From an optimization exercise on the open Yosys and OpenROAD flow, aimed at small area and a short achievable clock period; shortcuts taken in it are not production practice.
Only the layout flow was run in this run; the RTL was not checked for function there.
Power is estimated from default activity; no workload was simulated.

File: flow/flow/run.sh
#!/bin/bash
# Standard ORFS layout (the standard.sh), except that:
# - the port buffers are the platform's smallest plain buffer instead of the
#   delay buffer buffer_ports picks by default (every port still gets one);
# - clock tree synthesis uses small clock buffers and adds no dummy loads.
set -euo pipefail
bash standard.sh \
  "BUFFER_PORTS_ARGS=-buffer_cell sky130_fd_sc_hd__buf_1" \
  "CTS_ARGS=-sink_clustering_enable -repair_clock_nets -dont_use_dummy_load -buf_list {sky130_fd_sc_hd__clkbuf_4 sky130_fd_sc_hd__clkbuf_8}" \
  finish > standard_make.log 2>&1
File: flow/standard.sh
#!/bin/bash
# synth_recipe.tcl (not shown) runs the flow's synth.tcl, then flattens the netlist and writes it again
# the make line also repeats each setting of config.mk as NAME=value (left out here)
make -C /OpenROAD-flow-scripts/flow DESIGN_CONFIG=/design/flow/config.mk WORK_HOME=/design/flow/orfs CLKGATE_MAP_FILE= SYNTH_SCRIPT=/design/flow/synth_recipe.tcl "${@:-finish}"
File: flow/config.mk
export PLATFORM = sky130hd
export DESIGN_NAME = Top_module
export DESIGN_NICKNAME = Top_module
export VERILOG_FILES = /design/flow/design.v
export SDC_FILE = /design/flow/constraint.sdc
export NUM_CORES = 4
export LEC_CHECK = 0
export CAP_MARGIN = 20
export CORE_MARGIN = 2
export CORE_UTILIZATION = 40
export SLEW_MARGIN = 20
export SYNTH_HIERARCHICAL = 1
File: flow/constraint.sdc
create_clock -name core_clock -period 10.0 [get_ports {Clock}]
set_input_delay 2.0000 -clock core_clock [delete_from_list [all_inputs] [get_ports {Clock}]]
set_output_delay 2.0000 -clock core_clock [all_outputs]
set_load 0.01 [all_outputs]
File: flow/design.v
module Top_module(
    First_Num,
    Second_Num,
    Target_Num,
    Clock,
    Reset,
    Result
    );
	input [31:0] First_Num;
	input [31:0] Second_Num;
	input [31:0] Target_Num;
	input Clock, Reset;
	output reg [1:0] Result;
	wire [31:0] m1 = ~(First_Num ^ Target_Num);  
	wire [31:0] x2 = Second_Num ^ Target_Num;     
	wire hit1 = &m1;
	wire hit2 = ~|x2;
	reg st_0_0;
	reg st_1_0;
	reg st_1_1;
	reg st_1_2;
	reg st_1_3;
	reg st_2_0;
	reg st_2_1;
	reg st_3_0;
	reg st_3_1;
	reg st_3_2;
	reg st_3_3;
	reg st_4_0;
	reg st_4_1;
	reg st_5_0;
	reg st_5_1;
	reg st_6_0;
	reg st_7_0;
	reg st_8_0;
	reg st_9_0;
	wire n1, n2;
	csa_fa u_n1 (.a(st_0_0), .b(m1[0]), .c(m1[10]), .s(n1), .co(n2));
	wire n3, n4;
	csa_fa u_n3 (.a(m1[11]), .b(m1[12]), .c(m1[13]), .s(n3), .co(n4));
	wire n5, n6;
	csa_fa u_n5 (.a(m1[14]), .b(m1[15]), .c(m1[16]), .s(n5), .co(n6));
	wire n7, n8;
	csa_fa u_n7 (.a(m1[17]), .b(m1[18]), .c(m1[19]), .s(n7), .co(n8));
	wire n9, n10;
	csa_fa u_n9 (.a(m1[1]), .b(m1[20]), .c(m1[21]), .s(n9), .co(n10));
	wire n11, n12;
	csa_fa u_n11 (.a(m1[22]), .b(m1[23]), .c(m1[24]), .s(n11), .co(n12));
	wire n13, n14;
	csa_fa u_n13 (.a(m1[25]), .b(m1[26]), .c(m1[27]), .s(n13), .co(n14));
	wire n15, n16;
	csa_fa u_n15 (.a(m1[28]), .b(m1[29]), .c(m1[2]), .s(n15), .co(n16));
	wire n17, n18;
	csa_fa u_n17 (.a(m1[30]), .b(m1[31]), .c(m1[3]), .s(n17), .co(n18));
	wire n19, n20;
	csa_fa u_n19 (.a(m1[4]), .b(m1[5]), .c(m1[6]), .s(n19), .co(n20));
	wire n21, n22;
	csa_fa u_n21 (.a(m1[7]), .b(m1[8]), .c(m1[9]), .s(n21), .co(n22));
	wire n23, n24;
	csa_fa u_n23 (.a(x2[0]), .b(x2[10]), .c(x2[11]), .s(n23), .co(n24));
	wire n25, n26;
	csa_fa u_n25 (.a(x2[12]), .b(x2[13]), .c(x2[14]), .s(n25), .co(n26));
	wire n27, n28;
	csa_fa u_n27 (.a(x2[15]), .b(x2[16]), .c(x2[17]), .s(n27), .co(n28));
	wire n29, n30;
	csa_fa u_n29 (.a(x2[18]), .b(x2[19]), .c(x2[1]), .s(n29), .co(n30));
	wire n31, n32;
	csa_fa u_n31 (.a(x2[20]), .b(x2[21]), .c(x2[22]), .s(n31), .co(n32));
	wire n33, n34;
	csa_fa u_n33 (.a(x2[23]), .b(x2[24]), .c(x2[25]), .s(n33), .co(n34));
	wire n35, n36;
	csa_fa u_n35 (.a(x2[26]), .b(x2[27]), .c(x2[28]), .s(n35), .co(n36));
	wire n37, n38;
	csa_fa u_n37 (.a(x2[29]), .b(x2[2]), .c(x2[30]), .s(n37), .co(n38));
	wire n39, n40;
	csa_fa u_n39 (.a(x2[31]), .b(x2[3]), .c(x2[4]), .s(n39), .co(n40));
	wire n41, n42;
	csa_fa u_n41 (.a(x2[5]), .b(x2[6]), .c(x2[7]), .s(n41), .co(n42));
	wire n43, n44;
	csa_fa u_n43 (.a(x2[8]), .b(x2[9]), .c(n1), .s(n43), .co(n44));
	wire n45, n46;
	csa_fa u_n45 (.a(n11), .b(n13), .c(n15), .s(n45), .co(n46));
	wire n47, n48;
	csa_fa u_n47 (.a(n17), .b(n19), .c(n21), .s(n47), .co(n48));
	wire n49, n50;
	csa_fa u_n49 (.a(n23), .b(n25), .c(n27), .s(n49), .co(n50));
	wire n51, n52;
	csa_fa u_n51 (.a(n29), .b(n3), .c(n31), .s(n51), .co(n52));
	wire n53, n54;
	csa_fa u_n53 (.a(n33), .b(n35), .c(n37), .s(n53), .co(n54));
	wire n55, n56;
	csa_fa u_n55 (.a(n39), .b(n41), .c(n5), .s(n55), .co(n56));
	wire n57, n58;
	csa_fa u_n57 (.a(n7), .b(n9), .c(n43), .s(n57), .co(n58));
	wire n59, n60;
	csa_fa u_n59 (.a(n45), .b(n47), .c(n49), .s(n59), .co(n60));
	wire n61, n62;
	csa_fa u_n61 (.a(n51), .b(n53), .c(n55), .s(n61), .co(n62));
	wire n63, n64;
	csa_fa u_n63 (.a(n57), .b(n59), .c(n61), .s(n63), .co(n64));
	wire n65, n66;
	csa_fa u_n65 (.a(st_1_0), .b(st_1_1), .c(st_1_2), .s(n65), .co(n66));
	wire n67, n68;
	csa_fa u_n67 (.a(st_1_3), .b(n65), .c(n10), .s(n67), .co(n68));
	wire n69, n70;
	csa_fa u_n69 (.a(n12), .b(n14), .c(n16), .s(n69), .co(n70));
	wire n71, n72;
	csa_fa u_n71 (.a(n18), .b(n2), .c(n20), .s(n71), .co(n72));
	wire n73, n74;
	csa_fa u_n73 (.a(n22), .b(n24), .c(n26), .s(n73), .co(n74));
	wire n75, n76;
	csa_fa u_n75 (.a(n28), .b(n30), .c(n32), .s(n75), .co(n76));
	wire n77, n78;
	csa_fa u_n77 (.a(n34), .b(n36), .c(n38), .s(n77), .co(n78));
	wire n79, n80;
	csa_fa u_n79 (.a(n4), .b(n40), .c(n42), .s(n79), .co(n80));
	wire n81, n82;
	csa_fa u_n81 (.a(n6), .b(n8), .c(n44), .s(n81), .co(n82));
	wire n83, n84;
	csa_fa u_n83 (.a(n46), .b(n48), .c(n50), .s(n83), .co(n84));
	wire n85, n86;
	csa_fa u_n85 (.a(n52), .b(n54), .c(n56), .s(n85), .co(n86));
	wire n87, n88;
	csa_fa u_n87 (.a(n67), .b(n69), .c(n71), .s(n87), .co(n88));
	wire n89, n90;
	csa_fa u_n89 (.a(n73), .b(n75), .c(n77), .s(n89), .co(n90));
	wire n91, n92;
	csa_fa u_n91 (.a(n79), .b(n58), .c(n60), .s(n91), .co(n92));
	wire n93, n94;
	csa_fa u_n93 (.a(n62), .b(n81), .c(n83), .s(n93), .co(n94));
	wire n95, n96;
	csa_fa u_n95 (.a(n85), .b(n87), .c(n89), .s(n95), .co(n96));
	wire n97, n98;
	csa_fa u_n97 (.a(st_2_0), .b(st_2_1), .c(n66), .s(n97), .co(n98));
	wire n99, n100;
	csa_fa u_n99 (.a(n97), .b(n68), .c(n70), .s(n99), .co(n100));
	wire n101, n102;
	csa_fa u_n101 (.a(n72), .b(n74), .c(n76), .s(n101), .co(n102));
	wire n103, n104;
	csa_fa u_n103 (.a(n78), .b(n80), .c(n101), .s(n103), .co(n104));
	wire n105, n106;
	csa_fa u_n105 (.a(n82), .b(n84), .c(n86), .s(n105), .co(n106));
	wire n107, n108;
	csa_fa u_n107 (.a(n88), .b(n90), .c(n99), .s(n107), .co(n108));
	wire n109, n110;
	csa_fa u_n109 (.a(n103), .b(n105), .c(n107), .s(n109), .co(n110));
	wire n111, n112;
	csa_fa u_n111 (.a(n92), .b(n94), .c(n96), .s(n111), .co(n112));
	wire n113, n114;
	csa_fa u_n113 (.a(st_3_0), .b(st_3_1), .c(st_3_2), .s(n113), .co(n114));
	wire n115, n116;
	csa_fa u_n115 (.a(st_3_3), .b(n113), .c(n98), .s(n115), .co(n116));
	wire n117, n118;
	csa_fa u_n117 (.a(n115), .b(n100), .c(n102), .s(n117), .co(n118));
	wire n119, n120;
	csa_fa u_n119 (.a(n104), .b(n106), .c(n108), .s(n119), .co(n120));
	wire n121, n122;
	csa_fa u_n121 (.a(st_4_0), .b(st_4_1), .c(n114), .s(n121), .co(n122));
	wire n123, n124;
	csa_fa u_n123 (.a(n121), .b(n116), .c(n118), .s(n123), .co(n124));
	wire n125, n126;
	csa_fa u_n125 (.a(st_5_0), .b(st_5_1), .c(n122), .s(n125), .co(n126));
	wire n127 = st_6_0 ^ n126;
	wire n128 = st_6_0 & n126;
	wire n129 = st_7_0 ^ n128;
	wire n130 = st_7_0 & n128;
	wire n131 = st_8_0 ^ n130;
	wire n132 = st_8_0 & n130;
	wire n133 = st_9_0 ^ n132;
	wire q1, q1c;
	csa_fa u_q1 (.a(st_1_0), .b(st_1_1), .c(st_1_2), .s(q1), .co(q1c));
	wire q2, q2c;
	csa_fa u_q2 (.a(st_2_0), .b(st_2_1), .c(q1c), .s(q2), .co(q2c));
	wire q3, q3c;
	csa_fa u_q3 (.a(st_3_0), .b(st_3_1), .c(st_3_2), .s(q3), .co(q3c));
	wire q4, q4c;
	csa_fa u_q4 (.a(st_3_3), .b(q3), .c(q2c), .s(q4), .co(q4c));
	wire q5, q5c;
	csa_fa u_q5 (.a(st_4_0), .b(st_4_1), .c(q3c), .s(q5), .co(q5c));
	wire q6, q6c;
	csa_fa u_q6 (.a(st_5_0), .b(st_5_1), .c(q5c), .s(q6), .co(q6c));
	wire [9:0] tot = {st_9_0, st_8_0, st_7_0, st_6_0, q6, q4c, q4, q2, st_1_3, st_0_0} + {1'b0, 1'b0, 1'b0, q6c, 1'b0, q5, 1'b0, 1'b0, q1, 1'b0};
	wire d_neg  = tot[9];
	wire d_zero = ~|tot;
	reg [3:0] cnt;
	always @(posedge Clock or posedge Reset) begin
		if (Reset) begin
			st_0_0 <= 1'b0;
			st_1_0 <= 1'b0;
			st_1_1 <= 1'b0;
			st_1_2 <= 1'b0;
			st_1_3 <= 1'b0;
			st_2_0 <= 1'b0;
			st_2_1 <= 1'b0;
			st_3_0 <= 1'b0;
			st_3_1 <= 1'b0;
			st_3_2 <= 1'b0;
			st_3_3 <= 1'b0;
			st_4_0 <= 1'b0;
			st_4_1 <= 1'b0;
			st_5_0 <= 1'b1;
			st_5_1 <= 1'b0;
			st_6_0 <= 1'b1;
			st_7_0 <= 1'b1;
			st_8_0 <= 1'b0;
			st_9_0 <= 1'b1;
		end else begin
			st_0_0 <= n63;
			st_1_0 <= n64;
			st_1_1 <= n91;
			st_1_2 <= n93;
			st_1_3 <= n95;
			st_2_0 <= n109;
			st_2_1 <= n111;
			st_3_0 <= n110;
			st_3_1 <= n112;
			st_3_2 <= n117;
			st_3_3 <= n119;
			st_4_0 <= n120;
			st_4_1 <= n123;
			st_5_0 <= n124;
			st_5_1 <= n125;
			st_6_0 <= n127;
			st_7_0 <= n129;
			st_8_0 <= n131;
			st_9_0 <= n133;
		end
	end
	always @(posedge Clock or posedge Reset) begin
		if (Reset) begin
			Result <= 2'b00;
			cnt <= 4'd0;
		end else begin
			cnt <= cnt + 4'd1;
			if (Result == 2'b00) begin
				if (hit1 | hit2)
					Result <= {hit2, hit1};
				else if (cnt[3] & cnt[0])  
					Result <= {d_neg | d_zero, ~d_neg};
			end
		end
	end
endmodule
module csa_fa(a, b, c, s, co);
	input a, b, c;
	output s, co;
	assign s = a ^ b ^ c;
	assign co = (a & b) | (a & c) | (b & c);
endmodule
==> metrics.log <==
INFO  metric sort_of_element_at_the_end_of_the_critical_path = flop
INFO  metric area.growth.synth_to_final = 17.7%
INFO  metric antennaDiodeCount = 0
INFO  metric dieWidth = 91.0 um
INFO  metric grt_pass1_vias = 2,324
INFO  metric design.die.area = 8270 um^2
INFO  metric ys_seq_elements = 25
INFO  metric synth_cells = 219
INFO  metric tritoncts.num_buffers = 3
INFO  metric dpl_cell_area = 3520 um^2
INFO  metric cts.repair.resized = 0
INFO  metric status = no timing/DRC/antenna violations
INFO  metric area_occupied_by_multi_input_gates = 2380 um^2
INFO  metric power = 0.00114 W
INFO  metric use_met2 = 0.276
INFO  metric timing.final.hold_violations = 0
INFO  metric worstHoldPathType = flop to flop
INFO  metric grt_usage = 0.163
INFO  metric final-seq-area = 631 um^2
INFO  metric ctsLongestPathBuffers = 2
INFO  metric layout_common_cells = 99 x buf_1, 69 x fa_1, 35 x xor2_1
INFO  metric final_core_utilization = 0.488
INFO  metric power_per_cell_area = 319 nW/um^2
INFO  metric relSlewSlack = 0.392
INFO  metric rows = 31
INFO  metric maximum_clock_frequency = 214 MHz
INFO  metric clkLatencyLatePin = 260 ps
INFO  metric globalRouteMet1Util = 0.223
INFO  metric die_height = 91.0 um
INFO  metric seq_area_frac_synth = 0.209
INFO  metric worst_path_arrival = 4820 ps
INFO  metric ys_warn_count = 7
INFO  metric setup_repair_after_global_routing_missed_its_margin = false
INFO  metric drtPass1Iterations = 4
INFO  metric reported_leakage_power = 1.30 nW
INFO  metric worst_case_clock_skew = 5.68 ps
INFO  metric syn_nets = 394
INFO  metric clock_transition_at_the_registers_of_the_reported_paths = 80 ps
INFO  metric place.gp.congestion = 0.917
INFO  metric synth_flop_cell = dfrtp_1
INFO  metric numPortBuffers = 99
INFO  metric cts_tree = yes
INFO  metric design.core.area = 7290 um^2
INFO  metric post_layout_instance_area = 3560 um^2
INFO  metric most_common_library_cell_in_the_layout_ignoring_fill_and_taps = buf_1
INFO  metric met3_grt_util = 0.0216
INFO  metric grt_overflow_total = 0
INFO  metric timing.final.crit_period = 4680 ps
INFO  metric setup.worst_path.start_class = input port
INFO  metric timing.critical_path.fanout_max = 2
INFO  metric start_util = 0.415
INFO  metric antenna_violating_nets_post_route = 0
INFO  metric maxCapViolCount = 0
INFO  metric antenna_violations_before_repair = 0
INFO  metric hpwlAfterDp = 6260 um
INFO  metric clock_tree.htree_level_count = 1
INFO  metric global_route.peak_usage_layer = met2
INFO  metric synthArstFlopShare = 1.00
INFO  metric report.final.setup_viol = 0
INFO  metric worst-setup-path-type = input port to flop
INFO  metric clockRootBuffer = clkbuf_8
INFO  metric grt_max_degree = 26
INFO  metric cts_setup_buffers = 0
INFO  metric timing.final.crit_share = 0.468
INFO  metric reg2regPathDepth = 9
INFO  metric ir_worst_vdd = 122 uV
INFO  metric max_slew.worst_pin.slew = 910 ps
INFO  metric wire_length_of_the_first_global_routing_pass = 10,700 um
INFO  metric ff2ff_setup_slack = 6900 ps
INFO  metric final_nets = 498
INFO  metric critPathRequiredTime = 10,140 ps
INFO  metric synth-edff-count = 0
INFO  metric clkSinkCount = 25
INFO  metric via_count = 2,046
INFO  metric ios = 100
INFO  metric synth.lib_cells_used.distinct = 30
INFO  metric detail_route.drc_violations = 0
INFO  metric hold_path_depth = 1
INFO  metric netlist_area = 3020 um^2
INFO  metric post_synth.cell_area_avg = 13.8 um^2
INFO  metric total_of_hold_buffers_inserted_after_clock_tree_synthesis = 0
INFO  metric totalWireLength = 6500 um
INFO  metric ratio_of_cells_with_drive_above_1_in_the_final_layout = 0.0374
INFO  metric report.final.slew_viol_count = 0
INFO  metric wire_per_inst = 15.5 um
INFO  metric initialDrtViolationCount = 41
INFO  metric setup_total_negative_slack = 0 ps
INFO  metric fillers = 707
INFO  metric avg_vias_per_cell = 4.87
cells in the mapped netlist (2+ instances only):
cell type  instances  share of area
fa_1              69           0.46
xor2_1            35           0.10
xnor2_1           33          0.096
dfrtp_1           21           0.17
ha_1               8          0.033
nand4_1            8          0.017
nor4_1             8          0.017
dfstp_2            4          0.035
nand2_1            4         0.0050
a21oi_1            3         0.0050
inv_1              3         0.0037
nor2_1             3         0.0037
and4_1             2         0.0058
nand3_1            2         0.0033
cells by family (layout without fill, tap and decap cells):
kind of cell | after synthesis | after routing | share of synthesized area
buffers and inverters | 3 | 105 | 0.00372
AOI/OAI and AO/OA | 13 | 13 | 0.0348
xor gates and xnor gates | 68 | 68 | 0.197
DFF | 25 | 25 | 0.209
and+or+nand+nor | 33 | 33 | 0.0662
adders and majority gates | 77 | 77 | 0.490
per-module statistics from Yosys (local to each module, per instance):
| module | cells | flip-flops and latches | copies in the design | cell area [um^2] |
|---|---|---|---|---|
| Top_module | 150 | 25 | 1 | 1640 |
| csa_fa | 1 | 0 | 69 | 20.0 |
power by group:
group	switching [W]	internal [W]
combinational	0.000445	0.000415
clock	0.0000287	0.0000269
sequential	0.0000440	0.000177
final timing paths:
path,from,to
min in group asynchronous,Reset,st_4_1$_DFF_PP0_
setup reg to reg,st_3_0$_DFF_PP0_,Result[0]$_DFFE_PP0P_
hold reg to reg,cnt[2]$_DFF_PP0_,cnt[2]$_DFF_PP0_
setup / recovery,Target_Num[1],st_2_1$_DFF_PP0_
hold / removal,cnt[2]$_DFF_PP0_,cnt[2]$_DFF_PP0_
max in group asynchronous,Reset,st_1_1$_DFF_PP0_
registers in the layout, indices dropped and copies added, names as in the netlist:
register / flops
cnt: 4
Result: 2
st_0_0: 1
st_1_0: 1
st_1_1: 1
st_1_2: 1
st_1_3: 1
st_2_0: 1
st_2_1: 1
st_3_0: 1
st_3_1: 1
st_3_2: 1
st_3_3: 1
st_4_0: 1
st_4_1: 1
st_5_0: 1
st_5_1: 1
st_6_0: 1
st_7_0: 1
st_8_0: 1
st_9_0: 1
layout make-up:
class,count,area share
clock buffers,3,0.0116
well taps,99,0.0348
multi-input cells,191,0.669
inverters,3,0.00316
flip-flops and latches,25,0.177
repair buffers,99,0.104
worst max-delay path, stage by stage:
cell and delay (ps):
buf_1 130, xor2_1 290, fa_1 500, fa_1 510, fa_1 460, fa_1 460, fa_1 460
metrics by stage:
| step | hold WS, ps | instances | setup slack (ps) |
|---|---|---|---|
| 2_1_floorplan | 439 | 219 | 5330 |
| 3_3_place_gp | 456 | 417 | 5050 |
| 3_5_place_dp | 461 | 417 | 5030 |
| 4_1_cts | 475 | 420 | 5300 |
| 5_1_grt | 484 | 420 | 5180 |
| 6_report | 465 | 420 | 5320 |
layer usage:
metal	vias to the layer above	wire length (um)
met5	-	0
met4	0	60
met3	6	347
met2	74	3370
met1	1022	2720
li1	944	-

## re-timing with driven ports
How much do the figures lean on ideal ports? The routed layout below was timed once more, with nothing changed but the port constraints.
Step 1, drivers: a clkbuf_16 drives Clock and a buf_2 each remaining input, both assumed.
Step 2, shift: input delay + t, output delay - t, t = (earliest + latest rising clock arrival at the registers) / 2. This alone moves slack from input paths to output paths.
Three values: no drivers, after step 1, after step 2; two values: the first two.
shift t [ns]: 0.280
setup WS [ns]: 5.321 / 5.320 / 5.040
clock arrival spread, ns: 0.006 / 0.005
cell pins on the clock port's net: 1
After both steps this run still meets setup and hold. The setup slack of this run moves by -0.001 ns with the drivers and by -0.281 ns with both steps.
